Background: an optimization exercise with open tools, aiming at small area and a short achievable clock period. Do not read the settings as production practice. In this exercise RTL edits were held to simulation tests only and were not proved equivalent to the original. Power is estimated from default activity; no workload was simulated.

Design flp32_mac_5stg, start of the top module:
module flp32_mac_5stg(
	clk,
	nrst,
	i_a,
	i_b,
	i_c,
	i_valid,
	o_p,
	o_sign,
	o_zero,
	o_nan,
	o_inf,
	o_valid
);
Size: roughly 4500 cells after synthesis, about 640 flip-flops, about 44000 sq um of cells after synthesis.
Settings: LEC_CHECK=0, CAP_MARGIN=20, CORE_MARGIN=2, CORE_UTILIZATION=40, SLEW_MARGIN=65, SYNTH_HIERARCHICAL=1, SYNTH_MINIMUM_KEEP_SIZE=0; clock period 14.0 ns.
standard.sh (not shown) runs the stock make flow with config.mk's settings and CLKGATE_MAP_FILE= SYNTH_SCRIPT=/design/flow/synth_recipe.tcl, a recipe that flattens the netlist after the stock synthesis.
==> flow/flow/run.sh <==
#!/bin/bash
export BUFFER_PORTS_ARGS="-buffer_cell sky130_fd_sc_hd__buf_2"
bash standard.sh > standard.log 2>&1
The baseline completed with no timing, DRC or antenna violations.
Next try:
==> flow/run.sh (new file) <==
#!/bin/bash
# synth_recipe.tcl (not shown) runs the flow's synth.tcl, then flattens the netlist and writes it again
# the make line also repeats each setting of config.mk as NAME=value (left out here)
make -C /OpenROAD-flow-scripts/flow DESIGN_CONFIG=/design/flow/config.mk WORK_HOME=/design/flow/orfs CLKGATE_MAP_FILE= SYNTH_SCRIPT=/design/flow/synth_recipe.tcl finish
removed: flow/flow/run.sh
removed: flow/standard.sh
After rerunning: The new run produced a clean layout. Fmax goes down by 5.6%. Synthesized area is unchanged. Cell area goes up by 1.1%. Sequential share of layout area goes down by 0.26 points. Synthesized cell count stays the same. Critical path depth goes down by 10. Total power barely changes.

========
wip/amber:
flp32_mac_5stg, a different RTL version from the one above (not shown whole).
Size: ~4,300 cells after synthesis, about 140 I/O pins, ~0.043 sq mm of cells after synthesis.
==> flow/config.mk <==
export PLATFORM = sky130hd
export DESIGN_NAME = flp32_mac_5stg
export DESIGN_NICKNAME = flp32_mac_5stg
export VERILOG_FILES = /design/flow/design.v
export SDC_FILE = /design/flow/constraint.sdc
export NUM_CORES = 4
export LEC_CHECK = 0
export CAP_MARGIN = 20
export CORE_MARGIN = 2
export CORE_UTILIZATION = 40
export CTS_BUF_LIST = sky130_fd_sc_hd__clkbuf_8
export CTS_CLUSTER_DIAMETER = 50
export CTS_CLUSTER_SIZE = 25
export SLEW_MARGIN = 65
export SYNTH_HIERARCHICAL = 1
export SYNTH_MINIMUM_KEEP_SIZE = 0
==> flow/constraint.sdc <==
create_clock -name core_clock -period 14.0 [get_ports {clk}]
set_input_delay 2.8000 -clock core_clock [delete_from_list [all_inputs] [get_ports {clk}]]
set_output_delay 2.8000 -clock core_clock [all_outputs]
set_load 0.01 [all_outputs]
==> flow/flow/run.sh <==
#!/bin/bash
export BUFFER_PORTS_ARGS="-buffer_cell sky130_fd_sc_hd__buf_2"
bash standard.sh > standard.log 2>&1
Input-level comparison between wip/onyx and wip/amber:
--- a/flow/config.mk
+++ b/flow/config.mk
@@ -11,5 +11,3 @@
 export CTS_BUF_LIST = sky130_fd_sc_hd__clkbuf_8
-export CTS_CLUSTER_DIAMETER = 50
-export CTS_CLUSTER_SIZE = 25
-export SLEW_MARGIN = 65
+export SLEW_MARGIN = 50
 export SYNTH_HIERARCHICAL = 1
Results
[compare] base=wip/amber new=wip/onyx: HPWL after detailed placement was more or less identical, wire length on met1 moved down.
sky130_fd_sc_hd__fa_1 as the critical-path cell with the highest stage delay was reported by wip/amber, and sky130_fd_sc_hd__dfxtp_1 by wip/onyx.
NOTE: final critical path time including I/O delays and setup in wip/onyx exceeds that of wip/amber
Re wire length: wip/amber was lower than wip/onyx.
Post-synthesis mux area share across wip/amber and wip/onyx: no real change.
Re utilization after layout: wip/onyx is 0.34 points up on wip/amber.
Sequential share of layout area was higher in the run labelled wip/amber.
> inputs changed (wip/onyx -> wip/willow)
--- a/flow/config.mk
+++ b/flow/config.mk
@@ -11,3 +11,4 @@
 export CTS_BUF_LIST = sky130_fd_sc_hd__clkbuf_8
-export SLEW_MARGIN = 50
+export CTS_CLUSTER_SIZE = 20
+export SLEW_MARGIN = 65
 export SYNTH_HIERARCHICAL = 1
Findings:
- Delta (wip/willow minus wip/onyx): peak supply drop saw a decrease; layout net count held.
- Of wip/onyx and wip/willow, wip/willow shows the higher layout overhead on the synthesized area, with wip/onyx below it.
- From wip/onyx to wip/willow the numbers moved as follows: setup slack saw an increase; first-iteration DRC count saw an increase; post-synthesis sequential area ratio saw little to no change; relative contribution of the clock network to total power saw an increase; standby leakage power saw an increase.
- wip/willow | stages: all done | timing, DRC, antenna: all pass
- Diff wip/onyx -> wip/willow: cell area after layout moved up; met3 usage has remained practically unchanged.
- There was hardly any difference in routed wire length between wip/willow and wip/onyx.
Edits applied to the flow inputs when going from wip/willow to wip/yarrow:
--- a/flow/config.mk
+++ b/flow/config.mk
@@ -11,3 +11,2 @@
 export CTS_BUF_LIST = sky130_fd_sc_hd__clkbuf_8
-export CTS_CLUSTER_SIZE = 20
 export SLEW_MARGIN = 65
==> results.txt <==
As far as cell area after synthesis goes, wip/willow and wip/yarrow are indistinguishable; the numbers are identical.
Per the comparison of wip/yarrow with wip/willow, final area shows no meaningful change, part of the power in combinational logic shows no meaningful change, final worst-path cycle share shows no meaningful change.
From wip/yarrow to wip/willow, width of the die did not move at all.
wip/willow → wip/yarrow: sequential logic power ~0 delta; overall routing resource usage ~0 delta.

## afterwards: timing with drivers on the ports
Ports are ideal in the flow. The routed layouts listed here were re-timed in OpenROAD. Step 1 (the two cells are an assumption about what drives the block):
set clk [get_ports {clk}]
set_driving_cell -lib_cell sky130_fd_sc_hd__clkbuf_16 $clk
set_driving_cell -lib_cell sky130_fd_sc_hd__buf_2 [delete_from_list [all_inputs] $clk]
Step 2 adds t to the input delays and takes it off the output delays; t is the mean of the earliest and latest rising clock arrival at the registers after step 1. Input paths then give back, and output paths get back, about the clock's delay inside the block. a / b / c = ideal / step 1 / step 2; a / b = the first two.
run	t, ns	setup slack, ns	hold slack, ns	slew at the worst register clock pin (ns)
the first run of note 1	0.716	9.934 / 9.934 / 9.543	0.324 / 0.324 / 0.324	0.07 / 0.07
the second run of note 1	0.723	9.692 / 9.620 / 9.100	0.325 / 0.325 / 0.325	0.07 / 0.07
wip/amber	0.809	9.964 / 9.934 / 9.369	0.332 / 0.332 / 0.332	0.12 / 0.12
wip/onyx	0.837	9.843 / 9.843 / 9.325	0.310 / 0.310 / 0.310	0.07 / 0.07
wip/willow	0.847	9.954 / 9.887 / 9.377	0.325 / 0.325 / 0.325	0.07 / 0.07
wip/yarrow	0.847	9.954 / 9.887 / 9.377	0.325 / 0.325 / 0.325	0.07 / 0.07
After both steps setup and hold are still met in every run listed. For wip/amber, which loses most, drivers alone change the setup slack by -0.030 ns; drivers and shift together by -0.595 ns.
